Source: an optimization exercise on an open RTL-to-GDS flow (aim: small area). Production flows keep margins and buffers that such runs may drop. The RTL was checked by simulation tests, not by an equivalence proof against the original design. Power figures rest on the tool's default switching activity, not on a simulated workload.

==> flow/run.sh <==
#!/bin/bash
# synth_recipe.tcl (not shown) runs the flow's synth.tcl, then flattens the netlist and writes it again
# the make line also repeats each setting of config.mk as NAME=value (left out here)
make -C /OpenROAD-flow-scripts/flow DESIGN_CONFIG=/design/flow/config.mk WORK_HOME=/design/flow/orfs CLKGATE_MAP_FILE= SYNTH_SCRIPT=/design/flow/synth_recipe.tcl finish
==> flow/constraint.sdc <==
create_clock -name core_clock -period 10.0 [get_ports {clk}]
set_input_delay 2.0000 -clock core_clock [delete_from_list [all_inputs] [get_ports {clk}]]
set_output_delay 2.0000 -clock core_clock [all_outputs]
set_load 0.01 [all_outputs]
==> flow/config.mk <==
export PLATFORM = sky130hd
export DESIGN_NAME = SA
export DESIGN_NICKNAME = SA
export VERILOG_FILES = /design/flow/design.v
export SDC_FILE = /design/flow/constraint.sdc
export NUM_CORES = 4
export LEC_CHECK = 0
export CAP_MARGIN = 20
export CORE_MARGIN = 2
export CORE_UTILIZATION = 55
export CTS_BUF_LIST = sky130_fd_sc_hd__clkbuf_8
export PLACE_DENSITY = 0.7
export SLEW_MARGIN = 20
export SYNTH_HIERARCHICAL = 1
==> flow/design.v <==
module Counter #(
    parameter COUNT_NUM = 4
    )
    (
    input   clk,
    input   rst_n,
    input   start_i,
    output  done_o,
    output  done_n_o         
    );
    localparam COUNT_LG2 = $clog2(COUNT_NUM);
    localparam IDLE = 2'b00;
    localparam RUN  = 2'b01;
    localparam DONE = 2'b10;
    reg [1:0] c_state, n_state;
    reg [COUNT_LG2-1:0] cnt_num;
    always @(posedge clk, negedge rst_n) begin
        if (!rst_n) begin
            c_state <= IDLE;
        end else begin
            c_state <= n_state;
        end
    end
    always @(*) begin 
        n_state = c_state;   
        case (c_state)
            IDLE    : begin
                if (start_i) begin
                    n_state = RUN;
                end
            end
            RUN     : begin
                if (cnt_num==COUNT_NUM-1) begin
                    n_state = DONE;
                end
            end
            DONE    : begin
                n_state = IDLE;
            end
            default : begin
                n_state = IDLE;
            end
        endcase
    end
    always @(posedge clk, negedge rst_n) begin
        if (!rst_n) begin
            cnt_num <= {(COUNT_LG2){1'b0}};
        end else begin
            case (c_state)
                IDLE    : cnt_num <= {(COUNT_LG2){1'b0}};
                RUN     : cnt_num <= cnt_num + 'd1;
                DONE    : cnt_num <= {(COUNT_LG2){1'b0}};
                default : cnt_num <= {(COUNT_LG2){1'b0}};
            endcase
        end
    end
    reg done_nr;
    always @(posedge clk, negedge rst_n) begin
        if (!rst_n) begin
            done_nr <= 1'b1;
        end else begin
            done_nr <= (n_state!=DONE);
        end
    end
    assign done_o = (c_state==DONE);
    assign done_n_o = done_nr;
endmodule
module PE #(
    parameter DATA_WIDTH = 8,
    parameter WEIGHT_RST = 0
    )
    (
    input                           clk,
    input                           rst_n,
    input   [DATA_WIDTH-1:0]        ifmap_i,         
    input                           ifmap_valid_i,   
    input   [DATA_WIDTH-1:0]        weight_i,
    input                           weight_en_i,
    input                           weight_hold_i,   
    input   [15:0]                  lo_n_i,          
    output  [DATA_WIDTH-1:0]        weight_o,
    output  [16:0]                  sum_n_o          
    );
    reg     [DATA_WIDTH-1:0]        weight_r;
    reg     [DATA_WIDTH-1:0]        icopy_r;
    wire    [DATA_WIDTH-1:0]        en_m   = {(DATA_WIDTH){weight_en_i}};
    wire    [DATA_WIDTH-1:0]        hold_m = {(DATA_WIDTH){weight_hold_i}};
    generate
        if (WEIGHT_RST) begin : G_WRST
            always @(posedge clk, negedge rst_n) begin
                if (!rst_n)
                    weight_r <= {(DATA_WIDTH){1'b0}};
                else
                    weight_r <= (weight_i & en_m) | (weight_r & hold_m);
            end
        end else begin : G_WNORST
            always @(posedge clk) begin
                weight_r <= (weight_i & en_m) | (weight_r & hold_m);
            end
        end
    endgenerate
    wire                            ld_v   = weight_en_i & ifmap_valid_i;
    always @(posedge clk, negedge rst_n) begin
        if (!rst_n)
            icopy_r <= {(DATA_WIDTH){1'b0}};
        else
            icopy_r <= (ifmap_i & {(DATA_WIDTH){ld_v}}) | (icopy_r & hold_m);
    end
    wire [7:0] ppn [0:7];
    genvar g;
    generate
        for (g = 0; g < 8; g = g + 1) begin : G_PP
            assign ppn[g] = ~(icopy_r & {8{weight_r[g]}});
        end
    endgenerate
    wire s1, c2;
    XNOR2 u_s1 (.a(ppn[0][5]), .b(ppn[1][4]), .y(s1));
    assign c2 = ppn[0][5] | ppn[1][4];
    wire s3, c4;
    FA u_s3 (.a(ppn[0][6]), .b(ppn[1][5]), .c(ppn[2][4]), .s(s3), .co(c4));
    wire s5, c6;
    XNOR2 u_s5 (.a(ppn[3][3]), .b(ppn[4][2]), .y(s5));
    assign c6 = ppn[3][3] | ppn[4][2];
    wire s7, c8;
    FA u_s7 (.a(ppn[0][7]), .b(ppn[1][6]), .c(ppn[2][5]), .s(s7), .co(c8));
    wire s9, c10;
    FA u_s9 (.a(ppn[3][4]), .b(ppn[4][3]), .c(ppn[5][2]), .s(s9), .co(c10));
    wire s11, c12;
    XNOR2 u_s11 (.a(ppn[6][1]), .b(ppn[7][0]), .y(s11));
    assign c12 = ppn[6][1] | ppn[7][0];
    wire s13, c14;
    FA u_s13 (.a(ppn[1][7]), .b(ppn[2][6]), .c(ppn[3][5]), .s(s13), .co(c14));
    wire s15, c16;
    FA u_s15 (.a(ppn[4][4]), .b(ppn[5][3]), .c(ppn[6][2]), .s(s15), .co(c16));
    wire s17, c18;
    XNOR2 u_s17 (.a(ppn[7][1]), .b(lo_n_i[8]), .y(s17));
    assign c18 = ppn[7][1] | lo_n_i[8];
    wire s19, c20;
    FA u_s19 (.a(ppn[2][7]), .b(ppn[3][6]), .c(ppn[4][5]), .s(s19), .co(c20));
    wire s21, c22;
    FA u_s21 (.a(ppn[5][4]), .b(ppn[6][3]), .c(ppn[7][2]), .s(s21), .co(c22));
    wire s23, c24;
    FA u_s23 (.a(ppn[3][7]), .b(ppn[4][6]), .c(ppn[5][5]), .s(s23), .co(c24));
    wire s25, c26;
    XNOR2 u_s25 (.a(ppn[0][3]), .b(ppn[1][2]), .y(s25));
    assign c26 = ppn[0][3] | ppn[1][2];
    wire s27, c28;
    FA u_s27 (.a(ppn[0][4]), .b(ppn[1][3]), .c(ppn[2][2]), .s(s27), .co(c28));
    wire s29, c30;
    XNOR2 u_s29 (.a(ppn[3][1]), .b(ppn[4][0]), .y(s29));
    assign c30 = ppn[3][1] | ppn[4][0];
    wire s31, c32;
    FA u_s31 (.a(s1), .b(ppn[2][3]), .c(ppn[3][2]), .s(s31), .co(c32));
    wire s33, c34;
    FA u_s33 (.a(ppn[4][1]), .b(ppn[5][0]), .c(lo_n_i[5]), .s(s33), .co(c34));
    wire s35, c36;
    FA u_s35 (.a(s3), .b(s5), .c(ppn[5][1]), .s(s35), .co(c36));
    wire s37, c38;
    FA u_s37 (.a(ppn[6][0]), .b(lo_n_i[6]), .c(c2), .s(s37), .co(c38));
    wire s39, c40;
    FA u_s39 (.a(s7), .b(s9), .c(s11), .s(s39), .co(c40));
    wire s41, c42;
    FA u_s41 (.a(lo_n_i[7]), .b(c4), .c(c6), .s(s41), .co(c42));
    wire s43, c44;
    FA u_s43 (.a(s13), .b(s15), .c(s17), .s(s43), .co(c44));
    wire s45, c46;
    FA u_s45 (.a(c8), .b(c10), .c(c12), .s(s45), .co(c46));
    wire s47, c48;
    FA u_s47 (.a(s19), .b(s21), .c(lo_n_i[9]), .s(s47), .co(c48));
    wire s49, c50;
    FA u_s49 (.a(c14), .b(c16), .c(c18), .s(s49), .co(c50));
    wire s51, c52;
    FA u_s51 (.a(s23), .b(ppn[6][4]), .c(ppn[7][3]), .s(s51), .co(c52));
    wire s53, c54;
    FA u_s53 (.a(lo_n_i[10]), .b(c20), .c(c22), .s(s53), .co(c54));
    wire s55, c56;
    FA u_s55 (.a(ppn[4][7]), .b(ppn[5][6]), .c(ppn[6][5]), .s(s55), .co(c56));
    wire s57, c58;
    FA u_s57 (.a(ppn[7][4]), .b(lo_n_i[11]), .c(c24), .s(s57), .co(c58));
    wire s59, c60;
    FA u_s59 (.a(ppn[5][7]), .b(ppn[6][6]), .c(ppn[7][5]), .s(s59), .co(c60));
    wire s61, c62;
    XNOR2 u_s61 (.a(ppn[0][2]), .b(ppn[1][1]), .y(s61));
    assign c62 = ppn[0][2] | ppn[1][1];
    wire s63, c64;
    FA u_s63 (.a(s25), .b(ppn[2][1]), .c(ppn[3][0]), .s(s63), .co(c64));
    wire s65, c66;
    FA u_s65 (.a(s27), .b(s29), .c(lo_n_i[4]), .s(s65), .co(c66));
    wire s67, c68;
    FA u_s67 (.a(s31), .b(s33), .c(c28), .s(s67), .co(c68));
    wire s69, c70;
    FA u_s69 (.a(s35), .b(s37), .c(c32), .s(s69), .co(c70));
    wire s71, c72;
    FA u_s71 (.a(s39), .b(s41), .c(c36), .s(s71), .co(c72));
    wire s73, c74;
    FA u_s73 (.a(s43), .b(s45), .c(c40), .s(s73), .co(c74));
    wire s75, c76;
    FA u_s75 (.a(s47), .b(s49), .c(c44), .s(s75), .co(c76));
    wire s77, c78;
    FA u_s77 (.a(s51), .b(s53), .c(c48), .s(s77), .co(c78));
    wire s79, c80;
    FA u_s79 (.a(s55), .b(s57), .c(c52), .s(s79), .co(c80));
    wire s81, c82;
    FA u_s81 (.a(s59), .b(lo_n_i[12]), .c(c56), .s(s81), .co(c82));
    wire s83, c84;
    FA u_s83 (.a(ppn[6][7]), .b(ppn[7][6]), .c(lo_n_i[13]), .s(s83), .co(c84));
    wire s85, c86;
    XNOR2 u_s85 (.a(ppn[0][1]), .b(ppn[1][0]), .y(s85));
    assign c86 = ppn[0][1] | ppn[1][0];
    wire s87, c88;
    FA u_s87 (.a(s61), .b(ppn[2][0]), .c(lo_n_i[2]), .s(s87), .co(c88));
    wire s89, c90;
    FA u_s89 (.a(s63), .b(lo_n_i[3]), .c(c62), .s(s89), .co(c90));
    wire s91, c92;
    FA u_s91 (.a(s65), .b(c26), .c(c64), .s(s91), .co(c92));
    wire s93, c94;
    FA u_s93 (.a(s67), .b(c30), .c(c66), .s(s93), .co(c94));
    wire s95, c96;
    FA u_s95 (.a(s69), .b(c34), .c(c68), .s(s95), .co(c96));
    wire s97, c98;
    FA u_s97 (.a(s71), .b(c38), .c(c70), .s(s97), .co(c98));
    wire s99, c100;
    FA u_s99 (.a(s73), .b(c42), .c(c72), .s(s99), .co(c100));
    wire s101, c102;
    FA u_s101 (.a(s75), .b(c46), .c(c74), .s(s101), .co(c102));
    wire s103, c104;
    FA u_s103 (.a(s77), .b(c50), .c(c76), .s(s103), .co(c104));
    wire s105, c106;
    FA u_s105 (.a(s79), .b(c54), .c(c78), .s(s105), .co(c106));
    wire s107, c108;
    FA u_s107 (.a(s81), .b(c58), .c(c80), .s(s107), .co(c108));
    wire s109, c110;
    FA u_s109 (.a(s83), .b(c60), .c(c82), .s(s109), .co(c110));
    wire s111, c112;
    FA u_s111 (.a(ppn[7][7]), .b(lo_n_i[14]), .c(c84), .s(s111), .co(c112));
    XNOR2 u_s113 (.a(ppn[0][0]), .b(lo_n_i[0]), .y(sum_n_o[0]));
    assign c114 = ppn[0][0] | lo_n_i[0];
    FA u_s115 (.a(s85), .b(lo_n_i[1]), .c(c114), .s(sum_n_o[1]), .co(c116));
    FA u_s117 (.a(s87), .b(c86), .c(c116), .s(sum_n_o[2]), .co(c118));
    FA u_s119 (.a(s89), .b(c88), .c(c118), .s(sum_n_o[3]), .co(c120));
    FA u_s121 (.a(s91), .b(c90), .c(c120), .s(sum_n_o[4]), .co(c122));
    FA u_s123 (.a(s93), .b(c92), .c(c122), .s(sum_n_o[5]), .co(c124));
    FA u_s125 (.a(s95), .b(c94), .c(c124), .s(sum_n_o[6]), .co(c126));
    FA u_s127 (.a(s97), .b(c96), .c(c126), .s(sum_n_o[7]), .co(c128));
    FA u_s129 (.a(s99), .b(c98), .c(c128), .s(sum_n_o[8]), .co(c130));
    FA u_s131 (.a(s101), .b(c100), .c(c130), .s(sum_n_o[9]), .co(c132));
    FA u_s133 (.a(s103), .b(c102), .c(c132), .s(sum_n_o[10]), .co(c134));
    FA u_s135 (.a(s105), .b(c104), .c(c134), .s(sum_n_o[11]), .co(c136));
    FA u_s137 (.a(s107), .b(c106), .c(c136), .s(sum_n_o[12]), .co(c138));
    FA u_s139 (.a(s109), .b(c108), .c(c138), .s(sum_n_o[13]), .co(c140));
    FA u_s141 (.a(s111), .b(c110), .c(c140), .s(sum_n_o[14]), .co(c142));
    FA u_s143 (.a(lo_n_i[15]), .b(c112), .c(c142), .s(sum_n_o[15]), .co(sum_n_o[16]));
    assign weight_o = weight_r;
endmodule
module PE_LAST #(
    parameter DATA_WIDTH = 8,
    parameter WEIGHT_RST = 0
    )
    (
    input                           clk,
    input                           rst_n,
    input   [DATA_WIDTH-1:0]        ifmap_i,         
    input                           ifmap_valid_i,   
    input   [DATA_WIDTH-1:0]        weight_i,
    input                           weight_en_i,
    input                           weight_hold_i,   
    input   [15:0]                  lo_n_i,          
    output  [DATA_WIDTH-1:0]        weight_o,
    output  [16:0]                  sum_o            
    );
    reg     [DATA_WIDTH-1:0]        weight_r;
    reg     [15:0]                  prod_n_r;        
    wire    [DATA_WIDTH-1:0]        en_m   = {(DATA_WIDTH){weight_en_i}};
    wire    [DATA_WIDTH-1:0]        hold_m = {(DATA_WIDTH){weight_hold_i}};
    generate
        if (WEIGHT_RST) begin : G_WRST
            always @(posedge clk, negedge rst_n) begin
                if (!rst_n)
                    weight_r <= {(DATA_WIDTH){1'b0}};
                else
                    weight_r <= (weight_i & en_m) | (weight_r & hold_m);
            end
        end else begin : G_WNORST
            always @(posedge clk) begin
                weight_r <= weight_i;
            end
        end
    endgenerate
    wire    [DATA_WIDTH-1:0]        ifm = ifmap_i & {(DATA_WIDTH){ifmap_valid_i}};
    wire [7:0] ppn [0:7];
    genvar g;
    generate
        for (g = 0; g < 8; g = g + 1) begin : G_PP
            assign ppn[g] = ~(ifm & {8{weight_i[g]}});
        end
    endgenerate
    wire [15:0] prod_n;
    wire s1, c2;
    XNOR2 u_s1 (.a(ppn[0][6]), .b(ppn[1][5]), .y(s1));
    assign c2 = ppn[0][6] | ppn[1][5];
    wire s3, c4;
    FA u_s3 (.a(ppn[0][7]), .b(ppn[1][6]), .c(ppn[2][5]), .s(s3), .co(c4));
    wire s5, c6;
    XNOR2 u_s5 (.a(ppn[3][4]), .b(ppn[4][3]), .y(s5));
    assign c6 = ppn[3][4] | ppn[4][3];
    wire s7, c8;
    FA u_s7 (.a(ppn[1][7]), .b(ppn[2][6]), .c(ppn[3][5]), .s(s7), .co(c8));
    wire s9, c10;
    XNOR2 u_s9 (.a(ppn[4][4]), .b(ppn[5][3]), .y(s9));
    assign c10 = ppn[4][4] | ppn[5][3];
    wire s11, c12;
    FA u_s11 (.a(ppn[2][7]), .b(ppn[3][6]), .c(ppn[4][5]), .s(s11), .co(c12));
    wire s13, c14;
    XNOR2 u_s13 (.a(ppn[0][4]), .b(ppn[1][3]), .y(s13));
    assign c14 = ppn[0][4] | ppn[1][3];
    wire s15, c16;
    FA u_s15 (.a(ppn[0][5]), .b(ppn[1][4]), .c(ppn[2][3]), .s(s15), .co(c16));
    wire s17, c18;
    XNOR2 u_s17 (.a(ppn[3][2]), .b(ppn[4][1]), .y(s17));
    assign c18 = ppn[3][2] | ppn[4][1];
    wire s19, c20;
    FA u_s19 (.a(s1), .b(ppn[2][4]), .c(ppn[3][3]), .s(s19), .co(c20));
    wire s21, c22;
    FA u_s21 (.a(ppn[4][2]), .b(ppn[5][1]), .c(ppn[6][0]), .s(s21), .co(c22));
    wire s23, c24;
    FA u_s23 (.a(s3), .b(s5), .c(ppn[5][2]), .s(s23), .co(c24));
    wire s25, c26;
    FA u_s25 (.a(ppn[6][1]), .b(ppn[7][0]), .c(c2), .s(s25), .co(c26));
    wire s27, c28;
    FA u_s27 (.a(s7), .b(s9), .c(ppn[6][2]), .s(s27), .co(c28));
    wire s29, c30;
    FA u_s29 (.a(ppn[7][1]), .b(c4), .c(c6), .s(s29), .co(c30));
    wire s31, c32;
    FA u_s31 (.a(s11), .b(ppn[5][4]), .c(ppn[6][3]), .s(s31), .co(c32));
    wire s33, c34;
    FA u_s33 (.a(ppn[7][2]), .b(c8), .c(c10), .s(s33), .co(c34));
    wire s35, c36;
    FA u_s35 (.a(ppn[3][7]), .b(ppn[4][6]), .c(ppn[5][5]), .s(s35), .co(c36));
    wire s37, c38;
    FA u_s37 (.a(ppn[6][4]), .b(ppn[7][3]), .c(c12), .s(s37), .co(c38));
    wire s39, c40;
    FA u_s39 (.a(ppn[4][7]), .b(ppn[5][6]), .c(ppn[6][5]), .s(s39), .co(c40));
    wire s41, c42;
    XNOR2 u_s41 (.a(ppn[0][3]), .b(ppn[1][2]), .y(s41));
    assign c42 = ppn[0][3] | ppn[1][2];
    wire s43, c44;
    FA u_s43 (.a(s13), .b(ppn[2][2]), .c(ppn[3][1]), .s(s43), .co(c44));
    wire s45, c46;
    FA u_s45 (.a(s15), .b(s17), .c(ppn[5][0]), .s(s45), .co(c46));
    wire s47, c48;
    FA u_s47 (.a(s19), .b(s21), .c(c16), .s(s47), .co(c48));
    wire s49, c50;
    FA u_s49 (.a(s23), .b(s25), .c(c20), .s(s49), .co(c50));
    wire s51, c52;
    FA u_s51 (.a(s27), .b(s29), .c(c24), .s(s51), .co(c52));
    wire s53, c54;
    FA u_s53 (.a(s31), .b(s33), .c(c28), .s(s53), .co(c54));
    wire s55, c56;
    FA u_s55 (.a(s35), .b(s37), .c(c32), .s(s55), .co(c56));
    wire s57, c58;
    FA u_s57 (.a(s39), .b(ppn[7][4]), .c(c36), .s(s57), .co(c58));
    wire s59, c60;
    FA u_s59 (.a(ppn[5][7]), .b(ppn[6][6]), .c(ppn[7][5]), .s(s59), .co(c60));
    wire s61, c62;
    XNOR2 u_s61 (.a(ppn[0][2]), .b(ppn[1][1]), .y(s61));
    assign c62 = ppn[0][2] | ppn[1][1];
    wire s63, c64;
    FA u_s63 (.a(s41), .b(ppn[2][1]), .c(ppn[3][0]), .s(s63), .co(c64));
    wire s65, c66;
    FA u_s65 (.a(s43), .b(ppn[4][0]), .c(c42), .s(s65), .co(c66));
    wire s67, c68;
    FA u_s67 (.a(s45), .b(c14), .c(c44), .s(s67), .co(c68));
    wire s69, c70;
    FA u_s69 (.a(s47), .b(c18), .c(c46), .s(s69), .co(c70));
    wire s71, c72;
    FA u_s71 (.a(s49), .b(c22), .c(c48), .s(s71), .co(c72));
    wire s73, c74;
    FA u_s73 (.a(s51), .b(c26), .c(c50), .s(s73), .co(c74));
    wire s75, c76;
    FA u_s75 (.a(s53), .b(c30), .c(c52), .s(s75), .co(c76));
    wire s77, c78;
    FA u_s77 (.a(s55), .b(c34), .c(c54), .s(s77), .co(c78));
    wire s79, c80;
    FA u_s79 (.a(s57), .b(c38), .c(c56), .s(s79), .co(c80));
    wire s81, c82;
    FA u_s81 (.a(s59), .b(c40), .c(c58), .s(s81), .co(c82));
    wire s83, c84;
    FA u_s83 (.a(ppn[6][7]), .b(ppn[7][6]), .c(c60), .s(s83), .co(c84));
    wire s85, c86;
    XNOR2 u_s85 (.a(ppn[0][1]), .b(ppn[1][0]), .y(s85));
    assign c86 = ppn[0][1] | ppn[1][0];
    wire s87, c88;
    FA u_s87 (.a(s61), .b(ppn[2][0]), .c(c86), .s(s87), .co(c88));
    wire s89, c90;
    FA u_s89 (.a(s63), .b(c62), .c(c88), .s(s89), .co(c90));
    wire s91, c92;
    FA u_s91 (.a(s65), .b(c64), .c(c90), .s(s91), .co(c92));
    wire s93, c94;
    FA u_s93 (.a(s67), .b(c66), .c(c92), .s(s93), .co(c94));
    wire s95, c96;
    FA u_s95 (.a(s69), .b(c68), .c(c94), .s(s95), .co(c96));
    wire s97, c98;
    FA u_s97 (.a(s71), .b(c70), .c(c96), .s(s97), .co(c98));
    wire s99, c100;
    FA u_s99 (.a(s73), .b(c72), .c(c98), .s(s99), .co(c100));
    wire s101, c102;
    FA u_s101 (.a(s75), .b(c74), .c(c100), .s(s101), .co(c102));
    wire s103, c104;
    FA u_s103 (.a(s77), .b(c76), .c(c102), .s(s103), .co(c104));
    wire s105, c106;
    FA u_s105 (.a(s79), .b(c78), .c(c104), .s(s105), .co(c106));
    wire s107, c108;
    FA u_s107 (.a(s81), .b(c80), .c(c106), .s(s107), .co(c108));
    wire s109, c110;
    FA u_s109 (.a(s83), .b(c82), .c(c108), .s(s109), .co(c110));
    wire s111, c112;
    FA u_s111 (.a(ppn[7][7]), .b(c84), .c(c110), .s(s111), .co(c112));
    assign prod_n[0] = ppn[0][0];
    assign prod_n[1] = s85;
    assign prod_n[2] = s87;
    assign prod_n[3] = s89;
    assign prod_n[4] = s91;
    assign prod_n[5] = s93;
    assign prod_n[6] = s95;
    assign prod_n[7] = s97;
    assign prod_n[8] = s99;
    assign prod_n[9] = s101;
    assign prod_n[10] = s103;
    assign prod_n[11] = s105;
    assign prod_n[12] = s107;
    assign prod_n[13] = s109;
    assign prod_n[14] = s111;
    assign prod_n[15] = c112;
    always @(posedge clk, negedge rst_n) begin
        if (!rst_n)
            prod_n_r <= 16'hffff;
        else
            prod_n_r <= (prod_n & {16{weight_en_i}}) | (prod_n_r & {16{weight_hold_i}});
    end
    wire s113, c114;
    XNOR2 u_s113 (.a(lo_n_i[0]), .b(prod_n_r[0]), .y(s113));
    assign c114 = lo_n_i[0] | prod_n_r[0];
    wire s115, c116;
    FA u_s115 (.a(lo_n_i[1]), .b(prod_n_r[1]), .c(c114), .s(s115), .co(c116));
    wire s117, c118;
    FA u_s117 (.a(lo_n_i[2]), .b(prod_n_r[2]), .c(c116), .s(s117), .co(c118));
    wire s119, c120;
    FA u_s119 (.a(lo_n_i[3]), .b(prod_n_r[3]), .c(c118), .s(s119), .co(c120));
    wire s121, c122;
    FA u_s121 (.a(lo_n_i[4]), .b(prod_n_r[4]), .c(c120), .s(s121), .co(c122));
    wire s123, c124;
    FA u_s123 (.a(lo_n_i[5]), .b(prod_n_r[5]), .c(c122), .s(s123), .co(c124));
    wire s125, c126;
    FA u_s125 (.a(lo_n_i[6]), .b(prod_n_r[6]), .c(c124), .s(s125), .co(c126));
    wire s127, c128;
    FA u_s127 (.a(lo_n_i[7]), .b(prod_n_r[7]), .c(c126), .s(s127), .co(c128));
    wire s129, c130;
    XNOR2 u_s129 (.a(lo_n_i[8]), .b(prod_n_r[8]), .y(s129));
    assign c130 = lo_n_i[8] | prod_n_r[8];
    wire s131, c132;
    FA u_s131 (.a(lo_n_i[9]), .b(prod_n_r[9]), .c(c130), .s(s131), .co(c132));
    wire s133, c134;
    FA u_s133 (.a(lo_n_i[10]), .b(prod_n_r[10]), .c(c132), .s(s133), .co(c134));
    wire s135, c136;
    FA u_s135 (.a(lo_n_i[11]), .b(prod_n_r[11]), .c(c134), .s(s135), .co(c136));
    wire s137, c138;
    FA u_s137 (.a(lo_n_i[12]), .b(prod_n_r[12]), .c(c136), .s(s137), .co(c138));
    wire s139, c140;
    FA u_s139 (.a(lo_n_i[13]), .b(prod_n_r[13]), .c(c138), .s(s139), .co(c140));
    wire s141, c142;
    FA u_s141 (.a(lo_n_i[14]), .b(prod_n_r[14]), .c(c140), .s(s141), .co(c142));
    wire s143, c144;
    FA u_s143 (.a(lo_n_i[15]), .b(prod_n_r[15]), .c(c142), .s(s143), .co(c144));
    wire s145, c146;
    assign s145 = lo_n_i[8] ^ prod_n_r[8];
    assign c146 = lo_n_i[8] & prod_n_r[8];
    wire s147, c148;
    FA u_s147 (.a(lo_n_i[9]), .b(prod_n_r[9]), .c(c146), .s(s147), .co(c148));
    wire s149, c150;
    FA u_s149 (.a(lo_n_i[10]), .b(prod_n_r[10]), .c(c148), .s(s149), .co(c150));
    wire s151, c152;
    FA u_s151 (.a(lo_n_i[11]), .b(prod_n_r[11]), .c(c150), .s(s151), .co(c152));
    wire s153, c154;
    FA u_s153 (.a(lo_n_i[12]), .b(prod_n_r[12]), .c(c152), .s(s153), .co(c154));
    wire s155, c156;
    FA u_s155 (.a(lo_n_i[13]), .b(prod_n_r[13]), .c(c154), .s(s155), .co(c156));
    wire s157, c158;
    FA u_s157 (.a(lo_n_i[14]), .b(prod_n_r[14]), .c(c156), .s(s157), .co(c158));
    wire s159, c160;
    FA u_s159 (.a(lo_n_i[15]), .b(prod_n_r[15]), .c(c158), .s(s159), .co(c160));
    assign sum_o[0] = ~s113;
    assign sum_o[1] = ~s115;
    assign sum_o[2] = ~s117;
    assign sum_o[3] = ~s119;
    assign sum_o[4] = ~s121;
    assign sum_o[5] = ~s123;
    assign sum_o[6] = ~s125;
    assign sum_o[7] = ~s127;
    assign sum_o[8] = ~(c128 ? s129 : s145);
    assign sum_o[9] = ~(c128 ? s131 : s147);
    assign sum_o[10] = ~(c128 ? s133 : s149);
    assign sum_o[11] = ~(c128 ? s135 : s151);
    assign sum_o[12] = ~(c128 ? s137 : s153);
    assign sum_o[13] = ~(c128 ? s139 : s155);
    assign sum_o[14] = ~(c128 ? s141 : s157);
    assign sum_o[15] = ~(c128 ? s143 : s159);
    assign sum_o[16] = ~(c128 ? c144 : c160);
    assign weight_o = weight_r;
endmodule
module FA (input a, input b, input c, output s, output co);
    assign s  = a ^ b ^ c;
    assign co = (a & b) | (a & c) | (b & c);
endmodule
module XNOR2 (input a, input b, output y);
    assign y = ~(a ^ b);
endmodule
module SA #(
    parameter PE_SIZE       = 8,
    parameter DATA_WIDTH    = 8,
    parameter PSUM_WIDTH    = 32
    )
    (
    input clk,
    input rst_n,
    input   [DATA_WIDTH*PE_SIZE-1:0]    ifmap_row_i,
    input   [DATA_WIDTH*PE_SIZE-1:0]    weight_col_i,
    input   [PSUM_WIDTH*PE_SIZE-1:0]    psum_row_i,
    input                               ifmap_preload_i,
    input   [PE_SIZE-1:0]               weight_en_col_i,
    input   [PE_SIZE-1:0]               psum_en_row_i,
    output  [DATA_WIDTH*PE_SIZE-1:0]    ifmap_row_o,
    output  [DATA_WIDTH*PE_SIZE-1:0]    weight_col_o,
    output  [PSUM_WIDTH*PE_SIZE-1:0]    psum_row_o,
    output  [PE_SIZE-1:0]               weight_en_col_o,
    output  [PE_SIZE-1:0]               psum_en_row_o
    );
    localparam N  = PE_SIZE;
    localparam DW = DATA_WIDTH;
    localparam HW = PSUM_WIDTH - 16;      
    localparam CW = $clog2(N);            
    wire preload_done_w;
    wire preload_ndone_w;     
    Counter #(
        .COUNT_NUM ( PE_SIZE-1 )
    ) u_Counter (
        .clk     ( clk              ),
        .rst_n   ( rst_n            ),
        .start_i ( ifmap_preload_i  ),
        .done_o  ( preload_done_w   ),
        .done_n_o( preload_ndone_w  )
    );
    reg preload_r;
    always @(posedge clk, negedge rst_n) begin
        if (!rst_n)
            preload_r <= 1'b0;
        else if (ifmap_preload_i)
            preload_r <= 1'b1;
        else if (preload_done_w)
            preload_r <= 1'b0;
    end
    reg preload_rb;
    always @(posedge clk, negedge rst_n) begin
        if (!rst_n)
            preload_rb <= 1'b1;
        else if (ifmap_preload_i)
            preload_rb <= 1'b0;
        else if (!preload_ndone_w)
            preload_rb <= 1'b1;
    end
    wire ifmap_en_w   = (!preload_done_w) & (ifmap_preload_i | preload_r);
    wire ifmap_hold_w = (!preload_ndone_w) | (!ifmap_preload_i & preload_rb);
    reg [PE_SIZE-1:0] ifmap_v_r;
    always @(posedge clk, negedge rst_n) begin
        if (!rst_n)
            ifmap_v_r <= {PE_SIZE{1'b0}};
        else
            ifmap_v_r <= ({ifmap_v_r[PE_SIZE-2:0], 1'b1} & {PE_SIZE{ifmap_en_w}})
                       | (ifmap_v_r & {PE_SIZE{ifmap_hold_w}});
    end
    genvar j, k;
    generate
        for (j = 0; j < N; j = j + 1) begin : G_LANE
            reg  [DW-1:0] ifmap_r [0:N-1];
            reg  [N-1:0]  pen_r;
            reg           pen_hold_r;
            wire [15:0]   lo_q  [0:N-1];
            wire [HW-1:0] hi_q  [0:N-1];
            wire [CW-1:0] cnt_q [0:N-1];
            wire [16:0]   sum_w [0:N-1];
            always @(posedge clk, negedge rst_n) begin
                if (!rst_n)
                    pen_r <= {N{1'b0}};
                else
                    pen_r <= {pen_r[N-2:0], psum_en_row_i[N-1-j]};
            end
            always @(posedge clk, negedge rst_n) begin
                if (!rst_n)
                    pen_hold_r <= 1'b1;
                else
                    pen_hold_r <= !pen_r[N-3];
            end
            for (k = 0; k < N; k = k + 1) begin : G_STAGE
                always @(posedge clk) begin
                    ifmap_r[k] <= (((k == 0) ? ifmap_row_i[DW*(N-j)-1 -: DW] : ifmap_r[k-1 < 0 ? 0 : k-1]) & {DW{ifmap_en_w}})
                                | (ifmap_r[k] & {DW{ifmap_hold_w}});
                end
                if (k < N-1) begin : G_MID
                    localparam KW = (k == 0) ? 1 : $clog2(k+1);
                    reg [15:0]   lo_r;
                    reg [HW-1:0] hi_r;
                    reg [KW-1:0] c_r;
                    always @(posedge clk) begin
                        if (k == 0) begin
                            lo_r <= ~psum_row_i[PSUM_WIDTH*(N-j)-1-HW -: 16];
                            hi_r <= psum_row_i[PSUM_WIDTH*(N-j)-1 -: HW];
                            c_r  <= {KW{1'b0}};
                        end else begin
                            lo_r <= G_STAGE[k-1 < 0 ? 0 : k-1].G_MID.lo_n;
                            hi_r <= hi_q[k-1 < 0 ? 0 : k-1];
                            c_r  <= G_STAGE[k-1 < 0 ? 0 : k-1].G_MID.c_n[KW-1:0];
                        end
                    end
                    wire [15:0]  lo_n = sum_w[k][15:0];
                    wire [KW:0]  c_n  = c_r + !sum_w[k][16];
                    assign lo_q[k]  = lo_r;
                    assign hi_q[k]  = hi_r;
                    assign cnt_q[k] = c_r;
                end else begin : G_LAST
                    reg [15:0]   lo_r;
                    reg [HW-1:0] hi_r;
                    reg [CW-1:0] c_r;
                    always @(posedge clk, negedge rst_n) begin
                        if (!rst_n) begin
                            lo_r <= 16'hffff;
                            hi_r <= {HW{1'b0}};
                            c_r  <= {CW{1'b0}};
                        end else begin
                            lo_r <= (G_STAGE[N-2].G_MID.lo_n & {16{pen_r[N-2]}}) | (lo_r & {16{pen_hold_r}});
                            hi_r <= (hi_q[N-2] & {HW{pen_r[N-2]}}) | (hi_r & {HW{pen_hold_r}});
                            c_r  <= (G_STAGE[N-2].G_MID.c_n[CW-1:0] & {CW{pen_r[N-2]}}) | (c_r & {CW{pen_hold_r}});
                        end
                    end
                    assign lo_q[k]  = lo_r;
                    assign hi_q[k]  = hi_r;
                    assign cnt_q[k] = c_r;
                    wire [HW-1:0] hi_c;
                    wire [HW:0]   hc;
                    assign hc[0] = 1'b0;
                    genvar b;
                    for (b = 0; b < HW; b = b + 1) begin : G_HI
                        if (b < CW) begin : G_F
                            assign hi_c[b]  = hi_r[b] ^ c_r[b] ^ hc[b];
                            assign hc[b+1]  = (hi_r[b] & c_r[b]) | (hc[b] & (hi_r[b] ^ c_r[b]));
                        end else begin : G_H
                            assign hi_c[b]  = hi_r[b] ^ hc[b];
                            assign hc[b+1]  = hi_r[b] & hc[b];
                        end
                    end
                    wire [HW-1:0] ones;
                    assign ones[0] = 1'b1;
                    for (b = 1; b < HW; b = b + 1) begin : G_ONES
                        assign ones[b] = &hi_c[b-1:0];
                    end
                    assign psum_row_o[PSUM_WIDTH*(N-j)-1 -: PSUM_WIDTH] =
                        {hi_c ^ (ones & {HW{sum_w[k][16]}}), sum_w[k][15:0]};
                end
            end
            assign ifmap_row_o[DW*(N-j)-1 -: DW] = ifmap_r[N-1] & {DW{ifmap_v_r[N-1]}};
            assign psum_en_row_o[N-1-j] = pen_r[N-1];
        end
        for (k = 0; k < N; k = k + 1) begin : G_COL
            reg  [N-1:0]  wen_r;
            reg  [N-1:0]  wen_hold_r;    
            wire [DW-1:0] w_q [0:N-1];
            always @(posedge clk, negedge rst_n) begin
                if (!rst_n)
                    wen_r <= {N{1'b0}};
                else
                    wen_r <= {wen_r[N-2:0], weight_en_col_i[N-1-k]};
            end
            always @(posedge clk, negedge rst_n) begin
                if (!rst_n)
                    wen_hold_r <= {N{1'b1}};
                else
                    wen_hold_r <= ~{wen_r[N-2:0], weight_en_col_i[N-1-k]};
            end
            for (j = 0; j < N; j = j + 1) begin : G_PE
                if (k < N-1) begin : G_MIDPE
                    PE #(
                        .DATA_WIDTH ( DW ),
                        .WEIGHT_RST ( j == N-1 )
                    ) PE_INST (
                        .clk         ( clk ),
                        .rst_n       ( rst_n ),
                        .ifmap_i     ( G_LANE[j].ifmap_r[k] ),
                        .ifmap_valid_i ( ifmap_v_r[k] ),
                        .weight_i    ( (j == 0) ? weight_col_i[DW*(N-k)-1 -: DW] : w_q[j == 0 ? 0 : j-1] ),
                        .weight_en_i ( (j == 0) ? weight_en_col_i[N-1-k] : wen_r[j == 0 ? 0 : j-1] ),
                        .weight_hold_i ( (j == 0) ? !weight_en_col_i[N-1-k] : wen_hold_r[j == 0 ? 0 : j-1] ),
                        .lo_n_i      ( G_LANE[j].lo_q[k] ),
                        .weight_o    ( w_q[j] ),
                        .sum_n_o     ( G_LANE[j].sum_w[k] )
                    );
                end else begin : G_LASTPE
                    PE_LAST #(
                        .DATA_WIDTH ( DW ),
                        .WEIGHT_RST ( j == N-1 )
                    ) PE_INST (
                        .clk         ( clk ),
                        .rst_n       ( rst_n ),
                        .ifmap_i     ( G_LANE[j].ifmap_r[k] ),
                        .ifmap_valid_i ( ifmap_v_r[k] ),
                        .weight_i    ( (j == 0) ? weight_col_i[DW*(N-k)-1 -: DW] : w_q[j == 0 ? 0 : j-1] ),
                        .weight_en_i ( (j == 0) ? weight_en_col_i[N-1-k] : wen_r[j == 0 ? 0 : j-1] ),
                        .weight_hold_i ( (j == 0) ? !weight_en_col_i[N-1-k] : wen_hold_r[j == 0 ? 0 : j-1] ),
                        .lo_n_i      ( G_LANE[j].lo_q[k] ),
                        .weight_o    ( w_q[j] ),
                        .sum_o       ( G_LANE[j].sum_w[k] )
                    );
                end
            end
            assign weight_col_o[DW*(N-k)-1 -: DW] = w_q[N-1];
            assign weight_en_col_o[N-1-k] = wen_r[N-1];
        end
    endgenerate
endmodule
==> metrics.md, run 1 <==
| Metric | Value |
|---|---|
| Status | finished clean |
| Final #Nets | 22,550 |
| Vias | 136,487 |
| Chip width | 646.2 µm |
| Reg2Reg Depth | 22 |
| Fillcell total | 32,292 |
| Top-area cell type share of the netlist area | 36.15% |
| Largest cells by area after synthesis | fa_1 (36%), dfxtp_1 (25%), dfrtp_1 (8.9%) |
| Ys flop type | dfxtp_1 |
| FP Rows | 235 |
| Tcrit/Tclk final | 89.48% |
| Detail Route Antenna Nets | 0 |
| H-tree levels | 6 |
| Max FO, Critical Path | 10 |
| Hold WS | 0.2946 ns |
| Worst setup path endpoint | psum_row_o[94] |
| Leak pwr | 88.72 nW |
| Total die area | 417,600 µm² |
| Core area | 410,200 µm² |
| RR Startpoint | G_COL[6].G_PE[6].G_MIDPE.PE_INST.weight_r[0] |
| Register area share after synthesis | 37.89% |
| Ys Warns | 88 |
| DRC | 0 |
| Vias in the first global route | 147,421 |
| Kind of start point of the critical path | flip-flop |
| Largest stage delay, worst path | 0.62 ns |
| CTS sink count | 3,992 |
| Post-DP HPWL | 386.8 mm |
| Final instance area | 247,200 µm² |
| RSZ-0062 raised after global routing | false |
| Gp weighted congestion | 0.8922 |
| Setup violators final | 0 |
| Tightest Pin Transition | 1.190 ns |
| Synth area leader | fa_1 |
| Crit path kind | reg -> out |
| Most common library cells after synthesis | nand2_1 (4,111), fa_1 (4,096), dfxtp_1 (2,864), a22o_1 (1,383), buf_2 (921) |
| Fin. max-slew vios | 0 |
| Critical path's most frequent cell | fa_1 |
| Largest net degree at the start of global routing | 146 |
| Max VDD drop | 0.2849 mV |
| # Post-CTS Setup Buffers | 0 |
| Required time of the critical path | 8.00 ns |
| CP Capture Type | primary output |
| P per Cell Area | 408.2 nW/µm² |
| Clk root buf | clkbuf_8 |
| Area Growth Syn to Fin | 8.947% |
| Hold Buf Count CTS | 0 |
| Initial DRC count | 10,582 |
| CTS tree | yes |
| Total Routing Usage GR | 25.30% |
| Cell area after synthesis | 226,900 µm² |
| Total grt overflow | 0 |
| Global-route wire length before repair | 831.3 mm |
| DR pass1 iterations | 6 |
| Min-Delay Path Class | reg -> reg |
| Clock transition at path regs | 0.06 ns |
| Max-cap violations | 0 |
| DR vias/cell | 5.717 |
| Layout cell share with drive strength beyond 1 | 7.888% |
| Critical Path AT | 6.95 ns |
| Clk_skew | 0.08411 ns |
| Post-synth cell types | 43 |
| Post-synth EDFFs | 0 |
| CTS resizes | 0 |
| Avg Cell Area, Syn | 12.69 µm² |
| R2r endpoint | G_LANE[6].G_STAGE[7].G_LAST.c_r[2] |
| Top delay family on crit path | adder cells |
| Port bufs | 802 |
| CP bufs+invs | 1 |
| Synth async-reset ratio | 28.26% |
| DP Area | 232,700 µm² |
| Critical Path Stages | 13 |
| Reg-to-reg setup timing slack | 1.98 ns |
| Worst relative slew slack | 20.69% |
| Initial antenna violation count | 15 |
| Deepest clock path buffer count | 4 |
| Cts bufs inserted | 658 |
| # IOs | 803 |
| Die Ht | 646.2 µm |
| Crit-path cells | or2_2 > fa_1 > fa_1 > fa_1 > fa_1 > fa_1 > fa_1 > fa_1 > mux2i_1 > nand4b_4 > nor4_1 > xor2_1 > clkdlybuf4s50_1 |
| Synthesized net count | 22,589 |
| WL/cell | 21.79 µm |
| Fin Setup TNS | 0 ns |
| Worst-Skew Late Latency | 1.28 ns |
| Crit path launch | G_COL[7].G_PE[5].G_LASTPE.PE_INST.prod_n_r[0] |
| F_max | 111.8 MHz |
| Initial core utilization | 55.31% |
| Flops & latches, synth | 3,992 |
| Tmin final | 8.948 ns |
| Most frequent cell after synthesis | nand2_1 |
| Final WL | 520.3 mm |
| Final Hold Viols | 0 |
| Cell count after synthesis | 17,880 |
| Critical Path Slowest Stage Cell | mux2i_1 |
## layer usage
layer	share of wire, %	vias up	wire, µm	global-route usage (%)
met1	37	71721	194600	32.01
met2	52	5185	271300	43.98
met5	0.013	-	69	0
met4	4.5	10	23420	10.61
li1	-	58325	-	-
met3	5.9	1246	30860	3.273
## metrics by stage
stage / setup slack, ns / util [%] / power, mW / cells
2_1_floorplan: 2.014 / - / 68.05 / 17880
5_1_grt: 0.6929 / 60.25 / 111.2 / 23868
3_3_place_gp: 1.214 / 56.74 / 85.97 / 22632
3_5_place_dp: 1.204 / 56.74 / 87.83 / 22632
6_report: 1.052 / 60.26 / 100.9 / 23873
4_1_cts: 0.9181 / 60.25 / 103.6 / 23858
## worst min path at each step
stage                     cells after the start                                start                                   to  slack [ns]
after floorplan                               0   G_LANE[0].G_STAGE[0].G_MID.hi_r[0]   G_LANE[0].G_STAGE[1].G_MID.hi_r[0]        0.31
after global placement                        0  G_LANE[1].G_STAGE[3].G_MID.hi_r[12]  G_LANE[1].G_STAGE[4].G_MID.hi_r[12]        0.31
after detailed placement                      0   G_LANE[0].G_STAGE[1].G_MID.hi_r[3]   G_LANE[0].G_STAGE[2].G_MID.hi_r[3]        0.31
after CTS                                     0   G_LANE[6].G_STAGE[0].G_MID.hi_r[0]   G_LANE[6].G_STAGE[1].G_MID.hi_r[0]        0.28
after global routing                          0   G_LANE[6].G_STAGE[0].G_MID.hi_r[0]   G_LANE[6].G_STAGE[1].G_MID.hi_r[0]        0.28
final                                         0   G_LANE[6].G_STAGE[0].G_MID.hi_r[0]   G_LANE[6].G_STAGE[1].G_MID.hi_r[0]        0.29
## modules after synthesis (local to each module, per instance), excerpt
module | cells inside | flops+latches | cell area, µm²
FA | 1 | 0 | 20.02
SA | 4812 | 2898 | 75600
XNOR2 | 1 | 0 | 8.758
## cell usage in the layout, fill, tap and decap left out, drive strengths merged, types with 74 or more instances in the layout
| cell type | instances |
|---|---|
| clkdlybuf4s50 | 801 |
| a32o | 448 |
| fa | 4096 |
| dfrtp | 806 |
| ha | 210 |
| a22o | 1383 |
| xor2 | 81 |
| nand3b | 120 |
| clkinv | 104 |
| nand4 | 455 |
| xnor2 | 664 |
| dfxtp | 2864 |
| and2 | 136 |
| dfstp | 322 |
| inv | 658 |
| clkbuf | 784 |
| nand3 | 74 |
| nand2 | 4111 |
## sequential cells by signal, indices dropped and copies added, names as in the netlist, 112 cells and up
| name | count |
|---|---|
| G_LANE.G_STAGE.G_MID.hi_r | 896 |
| G_LANE.G_STAGE.G_MID.lo_r | 896 |
| G_LANE.ifmap_r | 512 |
| G_COL.G_PE.G_MIDPE.PE_INST.icopy_r | 448 |
| G_COL.G_PE.G_MIDPE.PE_INST.weight_r | 448 |
| G_COL.G_PE.G_LASTPE.PE_INST.prod_n_r | 128 |
| G_LANE.G_STAGE.G_LAST.hi_r | 128 |
| G_LANE.G_STAGE.G_LAST.lo_r | 128 |
| G_LANE.G_STAGE.G_MID.c_r | 112 |
## power breakdown
group	internal (mW)	switching [mW]	total [mW]
Sequential	22.1	7.58	29.7
Clock	8.45	6.93	15.4
Combinational	27.9	27.8	55.8
Total	58.5	42.4	101
## layout make-up
class / count / area, µm² / share of cell area, %
antenna: 15 / 37.54 / 0.01519
clock buffer: 784 / 10790 / 4.366
clock inverter: 442 / 3577 / 1.447
inverter: 382 / 1434 / 0.5802
multi-input combinational: 11959 / 130000 / 52.59
sequential: 3992 / 85980 / 34.79
tap: 5451 / 6820 / 2.760
timing repair buffer: 848 / 8541 / 3.456
## kinds of logic (layout without fill, tap and decap cells)
family | Yosys count | after routing | share of synthesized area, %
AOI/OAI and AO/OA | 1836 | 1836 | 7.333
buffers and inverters | 1929 | 2456 | 4.815
xor gates and xnor gates | 745 | 745 | 2.876
and+or+nand+nor | 5000 | 5000 | 9.461
muxes | 72 | 72 | 0.3177
other | 0 | 15 | 0
DFF | 3992 | 3992 | 37.89
adders and majority gates | 4306 | 4306 | 37.30
==> inputs of run 2 (changes only) <==
==> flow/flow/run.sh (new file) <==
#!/bin/bash
# Own layout flow: the standard layout (standard.sh runs the ORFS flow,
# synthesis through finish, with its scripts unchanged) with two settings
# changed:
#  - the input and output ports are buffered with sky130_fd_sc_hd__buf_1
#    rather than the buffer cell buffer_ports picks by default (every port
#    still gets its own buffer);
#  - clock tree synthesis builds the tree from clkbuf_8 with clusters of up
#    to 14 sinks and no dummy loads.
# ORFS writes each step's full log under orfs/logs/; make's own output
# goes to standard_make.log in the work folder.
set -euo pipefail
cd "$(dirname "$0")/.."
export BUFFER_PORTS_ARGS="-buffer_cell sky130_fd_sc_hd__buf_1"
export CTS_ARGS="-sink_clustering_enable -repair_clock_nets -sink_clustering_size 14 -sink_clustering_max_diameter 60 -buf_list sky130_fd_sc_hd__clkbuf_8 -dont_use_dummy_load"
bash standard.sh finish > standard_make.log 2>&1
==> flow/standard.sh (new file) <==
#!/bin/bash
# synth_recipe.tcl (not shown) runs the flow's synth.tcl, then flattens the netlist and writes it again
# the make line also repeats each setting of config.mk as NAME=value (left out here)
make -C /OpenROAD-flow-scripts/flow DESIGN_CONFIG=/design/flow/config.mk WORK_HOME=/design/flow/orfs CLKGATE_MAP_FILE= SYNTH_SCRIPT=/design/flow/synth_recipe.tcl "${@:-finish}"
--- a/flow/config.mk
+++ b/flow/config.mk
@@ -9,5 +9,4 @@
 export CORE_MARGIN = 2
 export CORE_UTILIZATION = 55
-export CTS_BUF_LIST = sky130_fd_sc_hd__clkbuf_8
 export PLACE_DENSITY = 0.7
 export SLEW_MARGIN = 20
removed: flow/run.sh
==> run 2 against run 1 <==
Highest routed layer unchanged; critical path type unchanged; final cell count down 3.4%; critical endpoint is now psum_row_o[93]; still clean; global-route usage down 0.53 points; clock power down 43%.
==> metrics.md, run 2 <==
| Metric | Value |
|---|---|
| Ys Warns | 88 (unchanged) |
| Post-synth EDFFs | 0 (unchanged) |
| Initial DRC count | 10,775 (+1.8%) |
| Gp weighted congestion | 0.8912 (-0.11%) |
| RSZ-0062 raised after global routing | false |
| Area of the multi-input gates | 130,000 µm² (unchanged) |
| Top delay family on crit path | adder cells |
| Combinational group share of total power | 58.5% (+3.2 points) |
| Area Growth Syn to Fin | 2.818% |
| Fin worst setup slack | 1.442 ns (+0.3902 ns) |
| Storage element area | 85,980 µm² (unchanged) |
| Leading cell type in the layout, fill and taps excluded | nand2_1 |
| Total die area | 417,600 µm² (unchanged) |
| Largest registers | G_LANE.G_STAGE.G_MID.hi_r x896, G_LANE.G_STAGE.G_MID.lo_r x896, G_LANE.ifmap_r x512 |
| CTS tree | yes |
| Post-synth cell types | 43 (unchanged) |
| Largest net degree at the start of global routing | 141 (-3.4%) |
| Tcrit/Tclk final | 85.58% (-3.9 points) |
| Setup violators final | 0 (unchanged) |
| Tmin final | 8.558 ns (-0.3902 ns) |
| Avg Cell Area, Syn | 12.69 µm² (unchanged) |
| Cell area after synthesis | 226,900 µm² (unchanged) |
| Flop pwr share | 32.1% (+2.6 points) |
| Detail Route Antenna Nets | 0 (unchanged) |
| Synth area leader | fa_1 |
| Internal | 51.72 mW (-12%) |
| Cts bufs inserted | 396 (-40%) |
| F_max | 116.9 MHz (+4.6%) |
| Ys flop type | dfxtp_1 |
| # IOs | 803 (unchanged) |
| Pre-CTS setup slack | 1.591 ns (+0.3873 ns) |
| Worst relative slew slack | 30.77% (+10 points) |
| Clock transition at path regs | 0.08 ns (+0.02 ns) |
| Critical path's most frequent cell | fa_1 |
| Kind of start point of the critical path | flip-flop |
| Commonest cells after routing, fill and taps aside | nand2_1 (4,111), fa_1 (4,096), dfxtp_1 (2,864) |
| Fillcell total | 33,545 (+3.9%) |
| Initial core utilization | 55.31% (unchanged) |
| Crit-path cells | or2_2 > fa_1 > fa_1 > fa_1 > fa_1 > fa_1 > fa_1 > fa_1 > mux2i_1 > nand4b_4 > nor4_1 > xor2_1 > buf_1 |
| Hold WS | 0.2046 ns (-0.09008 ns) |
| Flops & latches, synth | 3,992 (unchanged) |
| P per Cell Area | 396.1 nW/µm² (-3.0%) |
| Most common library cells after synthesis | nand2_1 (4,111), fa_1 (4,096), dfxtp_1 (2,864), a22o_1 (1,383), buf_2 (921) |
| Leak pwr | 81.17 nW (-8.5%) |
| DRC | 0 (unchanged) |
| FP Rows | 235 (unchanged) |
| Critical Path Slowest Stage Cell | mux2i_1 |
| CP Capture Type | primary output |
| Largest cells by area after synthesis | fa_1 (36%), dfxtp_1 (25%), dfrtp_1 (8.9%) |
| CTS sink count | 3,992 (unchanged) |
| Vias | 133,665 (-2.1%) |
| Placed Cells | 22,638 (+0.027%) |
| Fin. max-slew vios | 0 (unchanged) |
| CTS resizes | 0 (unchanged) |
| Fin util | 56.87% (-3.4 points) |
| Vias in the first global route | 141,716 (-3.9%) |
| Max VDD drop | 0.4728 mV (+66%) |
| Largest stage delay, worst path | 0.65 ns (+0.03 ns) |
| Register area share after synthesis | 37.89% (unchanged) |
| Synthesized net count | 22,589 (unchanged) |
| CP bufs+invs | 1 (unchanged) |
| Max-cap violations | 0 (unchanged) |
| Total Routing Usage GR | 24.77% (-0.53 points) |
| Switching power | 40.67 mW (-4.0%) |
| Required time of the critical path | 8.00 ns (about the same) |
| Post-DP HPWL | 385.9 mm (-0.24%) |
| DR vias/cell | 5.798 (+1.4%) |
| # Post-CTS Setup Buffers | 0 (unchanged) |
| Critical Path AT | 6.56 ns (-0.39 ns) |
| Synth async-reset ratio | 28.26% (unchanged) |
| Deepest clock path buffer count | 4 (unchanged) |
| Clk root buf | clkbuf_8 |
| Layout cell share with drive strength beyond 1 | 4.925% (-3.0 points) |
| Die Ht | 646.2 µm (unchanged) |
| Max FO, Critical Path | 10 (unchanged) |
| Part of the power in the clock network | 9.5% (-5.7 points) |
| Final Hold Viols | 0 (unchanged) |
| DP Area | 227,800 µm² (-2.1%) |
| Status | finished clean |
| WL/cell | 22.15 µm (+1.6%) |
| Crit path kind | reg -> out |
| Overall Power | 92.39 mW (-8.4%) |
| Global-route wire length before repair | 811.9 mm (-2.3%) |
| Most frequent cell after synthesis | nand2_1 |
| Core area | 410,200 µm² (unchanged) |
| Top-area cell type share of the netlist area | 36.15% (unchanged) |
| H-tree levels | 5 (-1) |
| Worst-Skew Late Latency | 1.16 ns (-0.12 ns) |
| Final #Nets | 22,294 (-1.1%) |
| Tightest Pin Transition | 1.038 ns (-0.1511 ns) |
| Port bufs | 802 (unchanged) |
| Initial antenna violation count | 18 (+3) |
| Cell count after synthesis | 17,880 (unchanged) |
| Final WL | 510.6 mm (-1.9%) |
| Sw Ratio | 44.02% (+2.0 points) |
| Final instance area | 233,300 µm² (-5.6%) |
| Chip width | 646.2 µm (unchanged) |
| Fin Setup TNS | 0 ns (unchanged) |
| DR pass1 iterations | 6 (unchanged) |
| Final cell count without fillers | 23,054 (-3.4%) |
| Hold Buf Count CTS | 0 (unchanged) |
| Min-Delay Path Class | reg -> reg |
| Clk_skew | 0.1241 ns (+0.04000 ns) |
| Total grt overflow | 0 (unchanged) |
[run 2: changes by cell type in the layout (fill, tap and decap cells not counted), sizes merged]
cell and delta:
bufinv -46, inv -276, clkbuf -387, diode +5
clkinv -104, clkinvlp -16, clkdlybuf4s50 -801, buf +806
[run 2: power by group through the flow]
| stage | clock, mW | sequential, mW | combinational, mW |
|---|---|---|---|
| floorplan | 0 | 24.8 | 43.3 |
| global placement | 0 | 30.0 | 54.5 |
| detailed placement | 0 | 30.0 | 56.2 |
| CTS | 9.08 | 29.7 | 56.4 |
| global route | 9.66 | 30.3 | 62.7 |
| finish | 8.74 | 29.6 | 54.0 |
[run 2: area by class of cell]
| class | instances | share of cell area [%] |
|---|---|---|
| Timing Repair Buffer | 854 | 1.519 |
| Inverter | 382 | 0.6147 |
| Sequential cell | 3992 | 36.86 |
| Multi-Input combinational cell | 11959 | 55.72 |
| Tap cell | 5451 | 2.924 |
| Clock buffer | 396 | 2.337 |
| Antenna cell | 20 | 0.02146 |
[run 2: path summary, 6_finish.rpt]
path | startpoint | to | slack [ns] | cells past startpoint
worst max-delay path | G_COL[7].G_PE[5].G_LASTPE.PE_INST.prod_n_r[0] | psum_row_o[93] | 1.44 | 13
worst min-delay path | G_LANE[6].G_STAGE[5].G_MID.hi_r[11] | G_LANE[6].G_STAGE[6].G_MID.hi_r[11] | 0.20 | 0
worst max register to register | G_COL[6].G_PE[7].G_MIDPE.PE_INST.weight_r[0] | G_LANE[7].G_STAGE[7].G_LAST.c_r[1] | 2.02 | 21
worst min register to register | G_LANE[6].G_STAGE[5].G_MID.hi_r[11] | G_LANE[6].G_STAGE[6].G_MID.hi_r[11] | 0.20 | 0
max in group asynchronous | rst_n | G_COL[0].wen_r[1] | 6.83 | 3
min in group asynchronous | rst_n | G_COL[7].wen_r[4] | 0.94 | 1
[run 2: logic make-up (layout without fill, tap and decap cells)]
group | count (synthesis) | after routing | share of synthesized area, %
simple gates | 5000 | 5000 | 9.461
fa+ha+maj | 4306 | 4306 | 37.30
flops | 3992 | 3992 | 37.89
buf+inv | 1929 | 1632 | 4.815
compound gates | 1836 | 1836 | 7.333
xor+xnor | 745 | 745 | 2.876
mux | 72 | 72 | 0.3177
other cells | 0 | 20 | 0
[run 2: per-module statistics from Yosys, one instance, submodules excluded, excerpt]
module | cells | times used | area (µm²)
FA | 1 | 4080 | 20.02
SA | 4812 | 1 | 75600
XNOR2 | 1 | 584 | 8.758
[run 2: layer usage]
layer	routed length, µm	up-vias	GRT usage (%)
met5	68	-	0
met4	21650	10	9.043
met3	30110	1079	3.114
met2	265700	4780	43.07
met1	193100	70610	31.95
li1	-	57186	-
==> inputs of run 3 (changes only) <==
--- a/flow/config.mk
+++ b/flow/config.mk
@@ -8,6 +8,6 @@
 export CAP_MARGIN = 20
 export CORE_MARGIN = 2
-export CORE_UTILIZATION = 55
-export PLACE_DENSITY = 0.7
+export CORE_UTILIZATION = 70
+export PLACE_DENSITY = 0.8
 export SLEW_MARGIN = 20
 export SYNTH_HIERARCHICAL = 1
==> run 3 against run 2 <==
Still clean; sequential power about the same; final cell count is 5.0% lower; core utilization up 15 points; non-clock buffer count shrank 1; critical path type unchanged; largest cell class unchanged; largest power group unchanged.
==> metrics.md, run 3 <==
| Metric | Value |
|---|---|
| Commonest cells after routing, fill and taps aside | nand2_1 (4,111), fa_1 (4,096), dfxtp_1 (2,864) |
| Cts bufs inserted | 375 (-5.3%) |
| Synth area leader | fa_1 |
| CP bufs+invs | 1 (unchanged) |
| Initial core utilization | 70.19% (+15 points) |
| Top-area cell type share of the netlist area | 36.15% (unchanged) |
| CP Capture Type | primary output |
| CTS sink count | 3,992 (unchanged) |
| Most common library cells after synthesis | nand2_1 (4,111), fa_1 (4,096), dfxtp_1 (2,864), a22o_1 (1,383), buf_2 (921) |
| Fin. max-slew vios | 0 (unchanged) |
| Crit-path cells | or2_2 > fa_1 > fa_1 > fa_1 > fa_1 > fa_1 > fa_1 > fa_1 > mux2i_1 > nand4b_4 > nor4_1 > xor2_1 > buf_1 |
| F_max | 116.1 MHz (-0.67%) |
| # Post-CTS Setup Buffers | 0 (unchanged) |
| Detail Route Antenna Nets | 0 (unchanged) |
| Flops & latches, synth | 3,992 (unchanged) |
| Leak pwr | 81.00 nW (-0.20%) |
| P per Cell Area | 400.0 nW/µm² (+0.98%) |
| DRC | 0 (unchanged) |
| Cell count after synthesis | 17,880 (unchanged) |
| Largest net degree at the start of global routing | 170 (+21%) |
| Post-synth EDFFs | 0 (unchanged) |
| Final #Nets | 22,272 (-0.099%) |
| Fin Setup TNS | 0 ns (unchanged) |
| Top delay family on crit path | adder cells |
| Worst relative slew slack | 27.85% (-2.9 points) |
| Total grt overflow | 0 (unchanged) |
| Final cell count without fillers | 21,897 (-5.0%) |
| CTS resizes | 0 (unchanged) |
| DR vias/cell | 6.240 (+7.6%) |
| Max FO, Critical Path | 10 (unchanged) |
| Synth async-reset ratio | 28.26% (unchanged) |
| Gp weighted congestion | 0.9279 (+4.1%) |
| Ys Warns | 88 (unchanged) |
| Max-cap violations | 0 (unchanged) |
| Cell area after synthesis | 226,900 µm² (unchanged) |
| Leading cell type in the layout, fill and taps excluded | nand2_1 |
| Critical path's most frequent cell | fa_1 |
| Total die area | 328,700 µm² (-21%) |
| Final Hold Viols | 0 (unchanged) |
| RSZ-0062 raised after global routing | false |
| Critical Path AT | 6.62 ns (+0.06 ns) |
| Register area share after synthesis | 37.89% (unchanged) |
| Final WL | 500.1 mm (-2.1%) |
| Critical Path Slowest Stage Cell | mux2i_1 |
| Synthesized net count | 22,589 (unchanged) |
| Deepest clock path buffer count | 4 (unchanged) |
| Status | finished clean |
| Area Growth Syn to Fin | 2.051% |
| Avg Cell Area, Syn | 12.69 µm² (unchanged) |
| WL/cell | 22.84 µm (+3.1%) |
| Chip width | 573.3 µm (-11%) |
| Hold Buf Count CTS | 0 (unchanged) |
| Clk_skew | 0.09984 ns (-0.02427 ns) |
| Largest registers | G_LANE.G_STAGE.G_MID.hi_r x896, G_LANE.G_STAGE.G_MID.lo_r x896, G_LANE.ifmap_r x512 |
| Post-DP HPWL | 374.8 mm (-2.9%) |
| Total Routing Usage GR | 31.09% (+6.3 points) |
| Die Ht | 573.3 µm (-11%) |
| Clock transition at path regs | 0.07 ns (about the same) |
| Vias in the first global route | 146,800 (+3.6%) |
| Most frequent cell after synthesis | nand2_1 |
| Placed Cells | 21,511 (-5.0%) |
| Worst-Skew Late Latency | 1.13 ns (-0.03 ns) |
| Fin util | 71.63% (+15 points) |
| Largest stage delay, worst path | 0.74 ns (+0.09 ns) |
| Setup violators final | 0 (unchanged) |
| Largest cells by area after synthesis | fa_1 (36%), dfxtp_1 (25%), dfrtp_1 (8.9%) |
| Crit path kind | reg -> out |
| Initial antenna violation count | 10 (-8) |
| Layout cell share with drive strength beyond 1 | 4.806% (-0.12 points) |
| Tightest Pin Transition | 1.082 ns (+0.04380 ns) |
| Clk root buf | clkbuf_8 |
| Required time of the critical path | 8.00 ns (about the same) |
| Tcrit/Tclk final | 86.15% (+0.58 points) |
| Post-synth cell types | 43 (unchanged) |
| DR pass1 iterations | 6 (unchanged) |
| H-tree levels | 5 (unchanged) |
| Max VDD drop | 0.6606 mV (+40%) |
| Vias | 136,634 (+2.2%) |
| FP Rows | 209 (-11%) |
| Initial DRC count | 11,918 (+11%) |
| Ys flop type | dfxtp_1 |
| Port bufs | 802 (unchanged) |
| Core area | 323,200 µm² (-21%) |
| Tmin final | 8.615 ns (+0.05760 ns) |
| Min-Delay Path Class | reg -> reg |
| # IOs | 803 (unchanged) |
| Kind of start point of the critical path | flip-flop |
| Global-route wire length before repair | 805.7 mm (-0.77%) |
| CTS tree | yes |
[run 3: path summary, 6_finish.rpt]
| check | start | to | slack (ns) | depth (start not counted) |
|---|---|---|---|---|
| max | G_COL[7].G_PE[4].G_LASTPE.PE_INST.prod_n_r[0] | psum_row_o[124] | 1.38 | 13 |
| min | G_LANE[6].G_STAGE[1].G_MID.hi_r[7] | G_LANE[6].G_STAGE[2].G_MID.hi_r[7] | 0.28 | 0 |
| max reg2reg | G_COL[6].G_PE[7].G_MIDPE.PE_INST.weight_r[1] | G_LANE[7].G_STAGE[7].G_LAST.c_r[1] | 1.97 | 21 |
| min reg2reg | G_LANE[6].G_STAGE[1].G_MID.hi_r[7] | G_LANE[6].G_STAGE[2].G_MID.hi_r[7] | 0.28 | 0 |
| max in group asynchronous | rst_n | G_COL[0].G_PE[7].G_MIDPE.PE_INST.icopy_r[6] | 6.89 | 3 |
| min in group asynchronous | rst_n | G_LANE[6].G_STAGE[7].G_LAST.hi_r[8] | 0.96 | 1 |
[run 3: report_power, final]
part	internal (mW)	switching [mW]	leakage (nW)
clock	3.33	5.16	2.70
sequential	22.1	7.56	37.2
combinational	26.3	28.2	41.1
[run 3: layout make-up]
| class | instances | area (µm²) |
|---|---|---|
| Tap cell | 4325 | 5411 |
| Fill cell | 21852 | 91700 |
| Antenna cell | 11 | 27.53 |
| Clock buffer | 375 | 5161 |
| Inverter | 382 | 1434 |
| Timing Repair Buffer | 853 | 3522 |
| Multi-Input combinational cell | 11959 | 130000 |
| Sequential cell | 3992 | 85980 |
[run 3: layer usage]
layer | vias to the layer above | track usage, % | routed length, µm
met3 | 1561 | 4.760 | 37010
met5 | - | 0 | 46
met1 | 71453 | 40.02 | 179800
met4 | 6 | 13.67 | 25970
met2 | 6512 | 52.80 | 257300
li1 | 57102 | - | -
[run 3: metrics by stage]
stage                     setup WS (ns)  instance area (µm²)  hold WS (ns)  total power, mW
after floorplan                   2.014               226900        0.3096            68.05
after global placement            1.541               226300        0.3095            83.48
after detailed placement          1.562               226300        0.3121            85.96
after CTS                         1.258               231500        0.2911            94.46
after global routing              1.087               231500        0.2959            102.1
final                             1.385               231500        0.2829            92.60
[run 3: cell families (layout without fill, tap and decap cells)]
logic type	Yosys count	after routing	share of synthesized area [%]
adder cells (fa/ha/maj)	4306	4306	37.30
AO/OA/AOI/OAI	1836	1836	7.333
AND/OR/NAND/NOR	5000	5000	9.461
buffers and inverters	1929	1610	4.815
flip-flops	3992	3992	37.89
XOR/XNOR	745	745	2.876
other	0	11	0
multiplexers	72	72	0.3177
[run 3: Yosys stat by module (local to each module, per instance), excerpt]
module	cell area, µm²	cells inside	copies in the design
SA	75600	4812	1
FA	20.02	1	4080
XNOR2	8.758	1	584

re-timing with driven ports:
How much do the figures lean on ideal ports? The routed layouts below were timed once more, with nothing changed but the port constraints. Step 1 sets driving cells, clkbuf_16 on the clock port and buf_2 on the other inputs (assumed; they add their load-dependent delay and slew). Step 2 adds t to the input delays and takes it off the output delays; t is the mean of the earliest and latest rising clock arrival at the registers after step 1. Input paths then give back, and output paths get back, about the clock's delay inside the block. Slacks: ideal / step 1 / step 2; pairs: ideal / step 1.
run | t (ns) | setup slack, ns | worst register clock-pin slew, ns | worst slew at a driven data input, ns
run 1 | 1.341 | 1.052 / 0.945 / 1.223 | 0.08 / 0.08 | 0.40
run 2 | 1.235 | 1.442 / 1.329 / 1.582 | 0.10 / 0.10 | 0.45
run 3 | 1.200 | 1.385 / 1.272 / 1.608 | 0.10 / 0.10 | 0.10
After both steps setup and hold are still met in every run listed.
